This is an optimization exercise on Yosys and OpenROAD, whose aim is small area and a short achievable clock period, not a production implementation. In this exercise RTL edits were held to simulation tests only and were not proved equivalent to the original. Power and IR drop assume default switching activity.

## config.mk

```make
export PLATFORM = sky130hd
export DESIGN_NAME = fir_transpose_nom
export DESIGN_NICKNAME = fir_transpose_nom
export VERILOG_FILES = /design/flow/design.v
export SDC_FILE = /design/flow/constraint.sdc
export NUM_CORES = 4
export LEC_CHECK = 0
export CAP_MARGIN = 20
export CORE_MARGIN = 2
export CORE_UTILIZATION = 50
export SETUP_SLACK_MARGIN = 3.45
export SLEW_MARGIN = 20
```

## constraint.sdc

```tcl
create_clock -name core_clock -period 6.0 [get_ports {clk}]
set_input_delay 1.2000 -clock core_clock [delete_from_list [all_inputs] [get_ports {clk}]]
set_output_delay 1.2000 -clock core_clock [all_outputs]
set_load 0.01 [all_outputs]
```

## design.v

```verilog
module mult (
    input  [7:0] m1,
    input  [7:0] m2,
    input  [7:0] m3,
    input  [7:0] m4,
    input  [7:0] m5,
    input  [7:0] m6,
    input  [7:0] m7,
    input  [6:0] n1,
    input  [6:0] n2,
    input  [4:0] c,
    output [3:0] r0,     
    output [4:0] r1,     
    output       cy      
);
    wire sel0 = c[2:0] == 3'd1;
    wire sel1 = c[2:0] == 3'd2;
    wire sel2 = c[2:0] == 3'd3;
    wire sel3 = c[2:0] == 3'd4;
    wire sel4 = c[2:0] == 3'd5;
    wire sel5 = c[2:0] == 3'd6;
    wire sel6 = c[2:0] == 3'd7;
    wire R7 = (sel0 & m1[3]) | (sel1 & m2[3]) | (sel2 & m3[3]) | (sel3 & m4[3]) | (sel4 & m5[3]) | (sel5 & m6[3]) | (sel6 & m7[3]);
    wire R8 = (sel0 & m1[4]) | (sel1 & m2[4]) | (sel2 & m3[4]) | (sel3 & m4[4]) | (sel4 & m5[4]) | (sel5 & m6[4]) | (sel6 & m7[4]);
    wire R9 = (sel0 & m1[5]) | (sel1 & m2[5]) | (sel2 & m3[5]) | (sel3 & m4[5]) | (sel4 & m5[5]) | (sel5 & m6[5]) | (sel6 & m7[5]);
    wire R10 = (sel0 & m1[6]) | (sel1 & m2[6]) | (sel2 & m3[6]) | (sel3 & m4[6]) | (sel4 & m5[6]) | (sel5 & m6[6]) | (sel6 & m7[6]);
    wire R11 = (sel0 & m1[7]) | (sel1 & m2[7]) | (sel2 & m3[7]) | (sel3 & m4[7]) | (sel4 & m5[7]) | (sel5 & m6[7]) | (sel6 & m7[7]);
    wire e12 = ~c[4] & c[3];
    wire e13 = c[4] & c[3];
    wire e14 = c[4] & ~c[3];
    wire Q15 = (e12 & m1[0]) | (e13 & n1[0]) | (e14 & n2[0]);
    wire Q16 = (e12 & m1[1]) | (e13 & n1[1]) | (e14 & n2[1]);
    wire Q17 = (e12 & m1[2]) | (e13 & n1[2]) | (e14 & n2[2]);
    wire Q18 = (e12 & m1[3]) | (e13 & n1[3]) | (e14 & n2[3]);
    wire Q19 = (e12 & m1[4]) | (e13 & n1[4]) | (e14 & n2[4]);
    wire Q20 = (e12 & m1[5]) | (e13 & n1[5]) | (e14 & n2[5]);
    assign r0 = {R11, R10, R9, R8};
    assign r1 = {Q20, Q19, Q18, Q17, Q16};
    assign cy = R7 & Q15;
endmodule
module add_sat (
    input  [3:0] r0,    
    input  [4:0] r1,    
    input        cy,    
    input  [4:0] s,     
    output [4:0] out
);
    wire        r1_32 = (r1 == 5'b10000);
    wire        r1_6  = r1[4] & ~r1_32;
    wire [5:0]  a = {{2{r0[3]}}, r0};
    wire [5:0]  b = {r1_6, r1};
    wire [5:0]  c = {s[4], s};
    wire [5:0]  t = a + b + c + {5'b0, cy};
    wire        flip = r1_32 & ~|r0;
    wire        t5 = t[5] ^ flip;
    wire        ovf = t5 ^ t[4];
    assign out = ovf ? {t5, {4{~t5}}} : t[4:0];
endmodule
module fir_transpose_nom #(
    parameter DATA_WIDTH      = 5,
    parameter TAP_COEFF_WIDTH = 5,
    parameter NUM_TAPS        = 50
)(
    input                               clk,
    input                               rst,
    input  signed [DATA_WIDTH-1:0]      in,
    output signed [DATA_WIDTH-1:0]      out,
    input  [NUM_TAPS*TAP_COEFF_WIDTH-1:0] tap_coeffs
);
logic [NUM_TAPS-1:0][9:0] row_q;
logic [NUM_TAPS-1:0][9:0] row_d;
logic [NUM_TAPS-1:0][4:0] part_flopped;
logic [NUM_TAPS-1:0][4:0] sum_d;
logic                     live;
logic [7:0] m1;
logic [7:0] m2;
logic [7:0] m3;
logic [7:0] m4;
logic [7:0] m5;
logic [7:0] m6;
logic [7:0] m7;
logic [6:0] n1, n2;
always @(*) begin
    case (in)
    5'd0: begin m1 = 8'd0; m2 = 8'd0; m3 = 8'd0; m4 = 8'd0; m5 = 8'd0; m6 = 8'd0; m7 = 8'd0; n1 = 7'd0; n2 = 7'd0; end
    5'd1: begin m1 = 8'd1; m2 = 8'd2; m3 = 8'd3; m4 = 8'd4; m5 = 8'd5; m6 = 8'd6; m7 = 8'd7; n1 = 7'd127; n2 = 7'd126; end
    5'd2: begin m1 = 8'd2; m2 = 8'd4; m3 = 8'd6; m4 = 8'd8; m5 = 8'd10; m6 = 8'd12; m7 = 8'd14; n1 = 7'd126; n2 = 7'd124; end
    5'd3: begin m1 = 8'd3; m2 = 8'd6; m3 = 8'd9; m4 = 8'd12; m5 = 8'd15; m6 = 8'd18; m7 = 8'd21; n1 = 7'd125; n2 = 7'd122; end
    5'd4: begin m1 = 8'd4; m2 = 8'd8; m3 = 8'd12; m4 = 8'd16; m5 = 8'd20; m6 = 8'd24; m7 = 8'd28; n1 = 7'd124; n2 = 7'd120; end
    5'd5: begin m1 = 8'd5; m2 = 8'd10; m3 = 8'd15; m4 = 8'd20; m5 = 8'd25; m6 = 8'd30; m7 = 8'd35; n1 = 7'd123; n2 = 7'd118; end
    5'd6: begin m1 = 8'd6; m2 = 8'd12; m3 = 8'd18; m4 = 8'd24; m5 = 8'd30; m6 = 8'd36; m7 = 8'd42; n1 = 7'd122; n2 = 7'd116; end
    5'd7: begin m1 = 8'd7; m2 = 8'd14; m3 = 8'd21; m4 = 8'd28; m5 = 8'd35; m6 = 8'd42; m7 = 8'd49; n1 = 7'd121; n2 = 7'd114; end
    5'd8: begin m1 = 8'd8; m2 = 8'd16; m3 = 8'd24; m4 = 8'd32; m5 = 8'd40; m6 = 8'd48; m7 = 8'd56; n1 = 7'd120; n2 = 7'd112; end
    5'd9: begin m1 = 8'd9; m2 = 8'd18; m3 = 8'd27; m4 = 8'd36; m5 = 8'd45; m6 = 8'd54; m7 = 8'd63; n1 = 7'd119; n2 = 7'd110; end
    5'd10: begin m1 = 8'd10; m2 = 8'd20; m3 = 8'd30; m4 = 8'd40; m5 = 8'd50; m6 = 8'd60; m7 = 8'd70; n1 = 7'd118; n2 = 7'd108; end
    5'd11: begin m1 = 8'd11; m2 = 8'd22; m3 = 8'd33; m4 = 8'd44; m5 = 8'd55; m6 = 8'd66; m7 = 8'd77; n1 = 7'd117; n2 = 7'd106; end
    5'd12: begin m1 = 8'd12; m2 = 8'd24; m3 = 8'd36; m4 = 8'd48; m5 = 8'd60; m6 = 8'd72; m7 = 8'd84; n1 = 7'd116; n2 = 7'd104; end
    5'd13: begin m1 = 8'd13; m2 = 8'd26; m3 = 8'd39; m4 = 8'd52; m5 = 8'd65; m6 = 8'd78; m7 = 8'd91; n1 = 7'd115; n2 = 7'd102; end
    5'd14: begin m1 = 8'd14; m2 = 8'd28; m3 = 8'd42; m4 = 8'd56; m5 = 8'd70; m6 = 8'd84; m7 = 8'd98; n1 = 7'd114; n2 = 7'd100; end
    5'd15: begin m1 = 8'd15; m2 = 8'd30; m3 = 8'd45; m4 = 8'd60; m5 = 8'd75; m6 = 8'd90; m7 = 8'd105; n1 = 7'd113; n2 = 7'd98; end
    5'd16: begin m1 = 8'd240; m2 = 8'd224; m3 = 8'd208; m4 = 8'd192; m5 = 8'd176; m6 = 8'd160; m7 = 8'd144; n1 = 7'd16; n2 = 7'd32; end
    5'd17: begin m1 = 8'd241; m2 = 8'd226; m3 = 8'd211; m4 = 8'd196; m5 = 8'd181; m6 = 8'd166; m7 = 8'd151; n1 = 7'd15; n2 = 7'd30; end
    5'd18: begin m1 = 8'd242; m2 = 8'd228; m3 = 8'd214; m4 = 8'd200; m5 = 8'd186; m6 = 8'd172; m7 = 8'd158; n1 = 7'd14; n2 = 7'd28; end
    5'd19: begin m1 = 8'd243; m2 = 8'd230; m3 = 8'd217; m4 = 8'd204; m5 = 8'd191; m6 = 8'd178; m7 = 8'd165; n1 = 7'd13; n2 = 7'd26; end
    5'd20: begin m1 = 8'd244; m2 = 8'd232; m3 = 8'd220; m4 = 8'd208; m5 = 8'd196; m6 = 8'd184; m7 = 8'd172; n1 = 7'd12; n2 = 7'd24; end
    5'd21: begin m1 = 8'd245; m2 = 8'd234; m3 = 8'd223; m4 = 8'd212; m5 = 8'd201; m6 = 8'd190; m7 = 8'd179; n1 = 7'd11; n2 = 7'd22; end
    5'd22: begin m1 = 8'd246; m2 = 8'd236; m3 = 8'd226; m4 = 8'd216; m5 = 8'd206; m6 = 8'd196; m7 = 8'd186; n1 = 7'd10; n2 = 7'd20; end
    5'd23: begin m1 = 8'd247; m2 = 8'd238; m3 = 8'd229; m4 = 8'd220; m5 = 8'd211; m6 = 8'd202; m7 = 8'd193; n1 = 7'd9; n2 = 7'd18; end
    5'd24: begin m1 = 8'd248; m2 = 8'd240; m3 = 8'd232; m4 = 8'd224; m5 = 8'd216; m6 = 8'd208; m7 = 8'd200; n1 = 7'd8; n2 = 7'd16; end
    5'd25: begin m1 = 8'd249; m2 = 8'd242; m3 = 8'd235; m4 = 8'd228; m5 = 8'd221; m6 = 8'd214; m7 = 8'd207; n1 = 7'd7; n2 = 7'd14; end
    5'd26: begin m1 = 8'd250; m2 = 8'd244; m3 = 8'd238; m4 = 8'd232; m5 = 8'd226; m6 = 8'd220; m7 = 8'd214; n1 = 7'd6; n2 = 7'd12; end
    5'd27: begin m1 = 8'd251; m2 = 8'd246; m3 = 8'd241; m4 = 8'd236; m5 = 8'd231; m6 = 8'd226; m7 = 8'd221; n1 = 7'd5; n2 = 7'd10; end
    5'd28: begin m1 = 8'd252; m2 = 8'd248; m3 = 8'd244; m4 = 8'd240; m5 = 8'd236; m6 = 8'd232; m7 = 8'd228; n1 = 7'd4; n2 = 7'd8; end
    5'd29: begin m1 = 8'd253; m2 = 8'd250; m3 = 8'd247; m4 = 8'd244; m5 = 8'd241; m6 = 8'd238; m7 = 8'd235; n1 = 7'd3; n2 = 7'd6; end
    5'd30: begin m1 = 8'd254; m2 = 8'd252; m3 = 8'd250; m4 = 8'd248; m5 = 8'd246; m6 = 8'd244; m7 = 8'd242; n1 = 7'd2; n2 = 7'd4; end
    5'd31: begin m1 = 8'd255; m2 = 8'd254; m3 = 8'd253; m4 = 8'd252; m5 = 8'd251; m6 = 8'd250; m7 = 8'd249; n1 = 7'd1; n2 = 7'd2; end
    endcase
end
always @ (posedge clk or posedge rst) begin
    if (rst) begin
        live         <= 1'b0;
        part_flopped <= '0;
    end
    else begin
        live         <= 1'b1;
        part_flopped <= sum_d;
    end
end
always @ (posedge clk)
    row_q <= row_d;
assign out = part_flopped[0];
genvar i;
for (i=0; i<NUM_TAPS; i=i+1) begin: tap
    wire [4:0] c = tap_coeffs[5*i +: 5];
    wire [4:0] s = (i == NUM_TAPS-1) ? 5'b0 : part_flopped[(i+1)%NUM_TAPS];
    wire [4:0] sum;
    mult mult (.m1(m1), .m2(m2), .m3(m3), .m4(m4), .m5(m5), .m6(m6), .m7(m7),
               .n1(n1), .n2(n2), .c(c), .r0(row_d[i][3:0]), .r1(row_d[i][8:4]), .cy(row_d[i][9]));
    add_sat add_sat (.r0(row_q[i][3:0]), .r1(row_q[i][8:4]), .cy(row_q[i][9]), .s(s), .out(sum));
    assign sum_d[i] = live ? sum : 5'b0;
end
endmodule
```

## flow/run.sh

```bash
#!/bin/bash
# The standard layout (standard.sh), with these changes:
# - synthesis leaves adders to ABC instead of mapping them onto the library's
#   full- and half-adder cells, and ABC maps with flow/abc.script (registers are
#   mapped exactly as in the standard synthesis);
# - every input and output port still gets its own buffer, but a plain buf_1
#   instead of the delay buffer the default picks (timing repair upsizes the
#   ones that need it).
set -euo pipefail
W=$(pwd)
export FLOW_SYNTH_TCL=$W/synth_recipe.tcl
bash standard.sh SYNTH_SCRIPT=$W/flow/my_synth.tcl ADDER_MAP_FILE= \
  ABC_SCRIPT_OVERRIDE=$W/flow/abc.script \
  "BUFFER_PORTS_ARGS=-buffer_cell sky130_fd_sc_hd__buf_1" finish > standard_flow.log 2>&1
```

## flow/abc.script

```
&get -n
&st
&dch -f
&nf -R 1000
&put
topo
stime -c
buffer -c
upsize -c
dnsize -c
```

## flow/my_synth.tcl

```tcl
# The standard flow's synthesis script (synth_recipe.tcl in the flow's work folder, sourced
# unchanged), with ABC's mapping script replaced by the file named in
# ABC_SCRIPT_OVERRIDE. Only the combinational mapping changes; registers are
# mapped exactly as in the standard synthesis.
proc abc {args} {
  if { [info exists ::env(ABC_SCRIPT_OVERRIDE)] && $::env(ABC_SCRIPT_OVERRIDE) ne "" } {
    set i [lsearch -exact $args -script]
    if { $i >= 0 } { lset args [expr { $i + 1 }] $::env(ABC_SCRIPT_OVERRIDE) }
  }
  yosys abc {*}$args
}
source $::env(FLOW_SYNTH_TCL)
```

## standard.sh

```bash
#!/bin/bash
# synth_recipe.tcl (not shown) runs the flow's synth.tcl, then flattens the netlist and writes it again
# the make line also repeats each setting of config.mk as NAME=value (left out here)
make -C /OpenROAD-flow-scripts/flow DESIGN_CONFIG=/design/flow/config.mk WORK_HOME=/design/flow/orfs CLKGATE_MAP_FILE= SYNTH_SCRIPT=/design/flow/synth_recipe.tcl "${@:-finish}"
```

==> impl_metrics.env <==
export IMPL_status="complete, no violations"
export IMPL_arrival_ns=3.10
export IMPL_fin_skew_ns=0.0199
export IMPL_rows=116
export IMPL_final_common_cell="nand2_1"
export IMPL_r2r_slack_ns=3.48
export IMPL_synth_flop_cell="dfxtp_1"
export IMPL_drive_above_1_share=0.0912
export IMPL_postLayoutSetupSlackWorst_ns=3.46
export IMPL_drv_cap=0
export IMPL_setup_viol=0
export IMPL_synth_simple_area_share=0.245
export IMPL_cts_made_buffers=88
export IMPL_cts_sinks=751
export IMPL_p_seq_frac=0.273
export IMPL_grt_pass1_wl_mm=255
export IMPL_clockRootBuffer="clkbuf_16"
export IMPL_clk_pin_slew_ns=0.06
export IMPL_insertion_delay_ns=0.68
export IMPL_synth_edff_count=0
export IMPL_synth_area_per_cell_um2=8.08
export IMPL_async_flop_share=0.334
export IMPL_cp_start_kind="input port"
export IMPL_die_w_um=322
export IMPL_postPlaceCellArea_um2=53200
export IMPL_drc=0
export IMPL_ir_worst_vdd_v=0.000221
export IMPL_post_route_period_util=0.424
export IMPL_tritoncts="yes"
export IMPL_die_h_um=322
export IMPL_worstHoldStart="row_q[429]"
export IMPL_hold_class="reg2reg"
export IMPL_maxSlewViolCount=0
export IMPL_fin_util=0.588
export IMPL_drt_iter0_markers=4409
export IMPL_synth_top_family_by_area="simple AND/OR/NAND/NOR gates"
export IMPL_ff2ff_path_depth=7
export IMPL_period_needed_ns=2.54
export IMPL_routabilityCongestion=0.895
export IMPL_setup_tns_ns=0
export IMPL_reg2reg_from="row_q[499]"
export IMPL_p_int_w=0.0156
export IMPL_vias_per_cell=6.04
export IMPL_vias=47400
export IMPL_fillCellCount=9079
export IMPL_hold_ws_ns=0.557
export IMPL_syn_cell_area_um2=50600
export IMPL_wirelength_mm=172
export IMPL_hold_buffers=0
export IMPL_hold_path_end="part_flopped[210]"
export IMPL_grt_pass1_vias=43800
export IMPL_sw_frac_of_total=0.409
export IMPL_synth_ff_latch_count=751
export IMPL_hold_viol_final=0
export IMPL_yosys_area_top_type="dfxtp_1"
export IMPL_path_max_fanout=39
export IMPL_clockBufferDepth=3
export IMPL_rsz0062_at_grt="yes"
export IMPL_antenna_found_initial=53
export IMPL_clkPwrFrac=0.223
export IMPL_synth_mux_area_frac=0
export IMPL_area_growth_pct=16.5
export IMPL_htree_levels=3
export IMPL_syn_inst=6258
export IMPL_synthAdderAreaFrac=0.0446
export IMPL_wl_per_cell_um=22.0
export IMPL_coreArea_um2=100000
export IMPL_synth_compound_area_share=0.182
export IMPL_ys_types=64
export IMPL_layout_common_cells="nand2_1, xnor2_1, dfxtp_1"
export IMPL_p_leak_nw=22.1
export IMPL_grt_overflow_total=0
export IMPL_final_nets=6685
export IMPL_fmax_mhz=393
export IMPL_max_slew_margin=0.179
export IMPL_hpwl_mm=110
export IMPL_dp_slack_ns=1.61
export IMPL_die_area_um2=104000
export IMPL_antenna_left=0
export IMPL_synthTopCellsByArea="dfxtp_1, xnor2_1, dfrtp_1"
export IMPL_mappedNetlistNets=6515
export IMPL_min_path_cells=2
export IMPL_switchingPower_w=0.0108
export IMPL_required_ns=6.56
export IMPL_critical_path_class="in2reg"
export IMPL_r2r_end="part_flopped[246]"
export IMPL_p_per_area_nw_per_um2=448
export IMPL_critPathCaptureType="flop"
export IMPL_tightest_slew_ns=1.23
export IMPL_numPortBuffers=261
export IMPL_yosysTopAreaCellShare=0.198
export IMPL_ys_seq_area_frac=0.322
export IMPL_synth_xor_area_frac=0.175
export IMPL_track_usage=0.318
export IMPL_combPwrFrac=0.504
export IMPL_design_area_um2=58900
export IMPL_ys_warn_count=1
export IMPL_grt_max_degree=128
export IMPL_ioPinCount=262
export IMPL_drt_pass1_iter_count=9
export IMPL_initial_utilization=0.505
## worst max-delay path, stage by stage
cell	delay, ns
clkbuf_16	0.16
buf_16	0.15
a21oi_4	0.16
buf_12	0.13
nor2_4	0.06
xnor2_4	0.31
buf_8	0.39
o21ai_0	0.14
or3_1	0.35
## cells in the mapped netlist, types with 8 or more instances
cell	instances
nand2_1	869
xnor2_1	720
dfxtp_1	500
nand3_1	414
o21ai_0	351
a21oi_1	335
xor2_1	288
clkbuf_1	269
nor2_1	259
dfrtp_1	251
maj3_1	222
nor2b_1	175
a22oi_1	142
nor3b_1	135
a31oi_1	127
and2_1	121
nand3b_1	105
nand2b_1	99
a221oi_1	79
inv_1	71
buf_1	66
nor3_1	60
or4_1	53
o211ai_1	51
a222oi_1	50
o31a_1	50
nor4_1	48
o221ai_1	45
and3_1	43
o22ai_1	37
and3b_1	33
a21boi_0	26
o311a_1	23
a211o_1	14
a221o_1	14
a41oi_1	11
nand4_1	11
a32oi_1	10
buf_2	9
o22a_1	8
## power by group through the flow
stage               Combinational [W]  Sequential [W]  Clock [W]
floorplan                     0.00974         0.00695          0
global placement               0.0115         0.00728          0
detailed placement             0.0117         0.00728          0
CTS                            0.0121         0.00720    0.00596
global route                   0.0147         0.00734    0.00617
finish                         0.0133         0.00722    0.00588
## repair_timing
action                     in CTS  in global routing
gates cloned                   11                  6
gates resized for setup        81                177
setup endpoints to repair     422                345
buffers inserted               58                 34
pin swaps                      22                 81
## state kept, by name, indices dropped and copies added, names as in the netlist
register and cells:
live 1, part_flopped 250, row_q 500
## logic make-up (layout without fill, tap and decap cells)
group / Yosys count / count (layout)
other: 1 / 39
buffers and inverters: 424 / 663
and+or+nand+nor: 2442 / 2445
adders and majority gates: 225 / 225
xor gates and xnor gates: 1009 / 1010
DFF: 751 / 751
AOI/OAI and AO/OA: 1406 / 1407
## worst max path at each step
stage | from | to | slack [ns] | cells past startpoint
detailed placement | in[0] | row_q[320] | 1.61 | 10
global route | row_q[143] | part_flopped[70] | 3.38 | 10
floorplan | rst | live | 1.50 | 1
CTS | part_flopped[50] | part_flopped[46] | 3.46 | 10
finish | in[0] | row_q[450] | 3.46 | 9
global placement | in[0] | row_q[320] | 1.67 | 10
## routing by layer
layer,up-vias,track usage,wire length (µm)
li1,22700,-,-
met1,22400,0.410,71700
met2,1725,0.515,78600
met3,433,0.0679,14500
met4,40,0.132,7040
met5,-,0,272
## metrics by stage
| stage | power (W) | instances |
|---|---|---|
| finish | 0.0264 | 7838 |
| global route | 0.0282 | 7822 |
| CTS | 0.0253 | 7760 |
| detailed placement | 0.0189 | 7527 |
| global placement | 0.0188 | 7527 |
| floorplan | 0.0167 | 6258 |
## cell type report
class	count	area, µm²	share of cell area
multi-input cells	5088	34500	0.586
inverters	71	270	0.00459
diodes	38	95.1	0.00161
repair buffers	428	2930	0.0497
clock buffers	126	2660	0.0452
flip-flops and latches	751	16300	0.277
clock inverters	38	509	0.00864
well taps	1298	1620	0.0276

[what the ideal ports hide]
In the flow no input, the clock included, has a driving cell. The finished layout below was timed again as built, in two steps.
Step 1 sets driving cells, clkbuf_16 on the clock port and buf_2 on the other inputs (assumed; they add their load-dependent delay and slew).
Step 2 also shifts input and output timing later by t, the mid clock arrival at the registers, as if the neighbouring blocks saw the same clock.
Slacks: ideal ports / drivers / drivers and shift; pairs: ideal ports / drivers.
shift t [ns]: 0.742
slack for setup (ns): 3.458 / 3.201 / 2.460
worst hold slack (ns): 0.557 / 0.521 / 0.557
worst slew at a driven data input, ns: 0.34
After both steps setup and hold are still met in this run. For this run, drivers alone change the setup slack by -0.257 ns; drivers and shift together by -0.998 ns.
